This design comes from an exercise in tuning for small area and a short achievable clock period on the open sky130 flow, not from production work. No driver is modelled on the clock port, so clocking that relies on it looks cheaper here than on a real chip. Power and IR drop assume default switching activity.

## alpha
Design sram_controller, start of the top module:
module sram_controller (
    input  logic        hclk,
    input  logic        hreset_n,
    input  logic        hsel,
    input  logic [7:0]  haddr,
    input  logic        hwrite,
    input  logic [1:0]  htrans,
    input  logic [2:0]  hsize,
    input  logic [31:0] hwdata,
    output logic [31:0] hrdata,
    output logic        hready,
    output logic        hresp,
    input  logic        pwr_save_req,
    input  logic        pwr_restore_req,
    output logic        sram_csb0,
    output logic        sram_web0,
    output logic [7:0]  sram_addr0,
    output logic [31:0] sram_din0,
    output logic [3:0]  sram_wmask0,
    input  logic [31:0] sram_dout0,
    output logic        parity_error,
    output logic [1:0]  fsm_state
);
Size: about 300 flip-flops, roughly 170 I/O pins.
Settings: LEC_CHECK=0, CAP_MARGIN=20, CORE_MARGIN=2, CORE_UTILIZATION=40, GPL_TIMING_DRIVEN=0, PLACE_DENSITY=0.6, SLEW_MARGIN=20, SYNTH_HIERARCHICAL=1, SYNTH_MINIMUM_KEEP_SIZE=0; clock period 10.0 ns.
standard.sh (not shown) runs the stock make flow with config.mk's settings and CLKGATE_MAP_FILE= SYNTH_SCRIPT=/design/flow/synth_recipe.tcl, a recipe that flattens the netlist after the stock synthesis.
==> flow/flow/run.sh <==
#!/bin/bash
# Own layout flow: the standard ORFS flow (standard.sh: unchanged synthesis,
# floorplan, power grid and tap cells, placement, routing), with hooks that
# change how the paths from the input ports are built:
#  - synthesis buffers are removed at floorplan (REMOVE_ABC_BUFFERS) and the
#    ports are buffered with buf_1;
#  - io_fast.tcl (before the placement resizer): each input buffer drives only
#    the pins that lead to an output port; its loads that only reach registers
#    are moved behind a buffer of their own;
#  - tighten.tcl (CTS and global route stages): the stage's timing repair runs
#    against a tighter input delay (the SDC's is restored right after);
#  - the clock tree uses larger sink clusters and no dummy loads.
# The make run's full output goes to standard_flow.log in the work folder;
# ORFS's own per-step logs are under orfs/logs/.
set -euo pipefail
cd "$(dirname "${BASH_SOURCE[0]}")/.."
F=$PWD/flow

export REMOVE_ABC_BUFFERS=1
export BUFFER_PORTS_ARGS="-buffer_cell sky130_fd_sc_hd__buf_1"
export IO_FAST_IN_CELL=sky130_fd_sc_hd__buf_1
export IO_FAST_OUT_CELL=sky130_fd_sc_hd__buf_1
export IO_FAST_ISO_CELL=sky130_fd_sc_hd__buf_4
export IO_FAST_IN_DELAY=${IO_FAST_IN_DELAY:-7.6}
export PRE_RESIZE_TCL=$F/io_fast.tcl
export PRE_CTS_TCL=$F/tighten.tcl
export PRE_GLOBAL_ROUTE_TCL=$F/tighten.tcl
export CTS_ARGS="-sink_clustering_enable -repair_clock_nets -buf_list {sky130_fd_sc_hd__clkbuf_8} -sink_clustering_size 24 -sink_clustering_max_diameter 40 -dont_use_dummy_load"

bash standard.sh > standard_flow.log 2>&1
Other scripts of this flow, unchanged in this note and not shown: flow/flow/io_fast.tcl, flow/flow/tighten.tcl
Changes in beta relative to alpha:
--- a/flow/flow/run.sh
+++ b/flow/flow/run.sh
@@ -26,5 +26,5 @@
 export PRE_CTS_TCL=$F/tighten.tcl
 export PRE_GLOBAL_ROUTE_TCL=$F/tighten.tcl
-export CTS_ARGS="-sink_clustering_enable -repair_clock_nets -buf_list {sky130_fd_sc_hd__clkbuf_8} -sink_clustering_size 24 -sink_clustering_max_diameter 40 -dont_use_dummy_load"
+export CTS_ARGS="-sink_clustering_enable -repair_clock_nets -buf_list {sky130_fd_sc_hd__clkbuf_4} -sink_clustering_size 12 -sink_clustering_max_diameter 30 -dont_use_dummy_load"
 
 bash standard.sh > standard_flow.log 2>&1
==> comparison <==
Relative to alpha, detailed-routing wirelength on met1 has gone up in beta.
The lower setup slack came out of alpha.
All-layer global routing usage, beta and alpha: larger value in beta
Re post-layout instance area: alpha was higher than beta.
Compared with alpha, in beta hold slack flat; share of total power in the clock network saw a decrease; aggregate routed wire length now larger; setup slack of the most critical reg-to-reg path now sits higher.
Final critical delay including setup and external delays came out lower on beta than on alpha.
Function was not checked in any run of this note: the RTL went through the layout flow alone.

separate check: timing with driven ports:
No port has a modelled driver above. Below, the same layouts with a new extraction and two added sets of constraints.
Step 1, drivers: a clkbuf_16 drives hclk and a buf_2 each remaining input, both assumed.
Step 2 adds t to the input delays and takes it off the output delays; t is the mean of the earliest and latest rising clock arrival at the registers after step 1. Input paths then give back, and output paths get back, about the clock's delay inside the block.
Slacks: ideal / step 1 / step 2; pairs: ideal / step 1.
run | t (ns) | setup WS [ns] | worst hold slack (ns) | clock arrival spread, ns | worst register clock-pin slew, ns
alpha | 0.575 | 5.528 / 5.484 / 5.083 | 0.347 / 0.347 / 0.347 | 0.059 / 0.060 | 0.10 / 0.10
beta | 0.708 | 5.533 / 5.490 / 5.131 | 0.349 / 0.349 / 0.349 | 0.092 / 0.091 | 0.11 / 0.11
After both steps setup and hold are still met in every run listed. The setup slack of alpha, which loses most, moves by -0.044 ns with the drivers and by -0.445 ns with both steps.
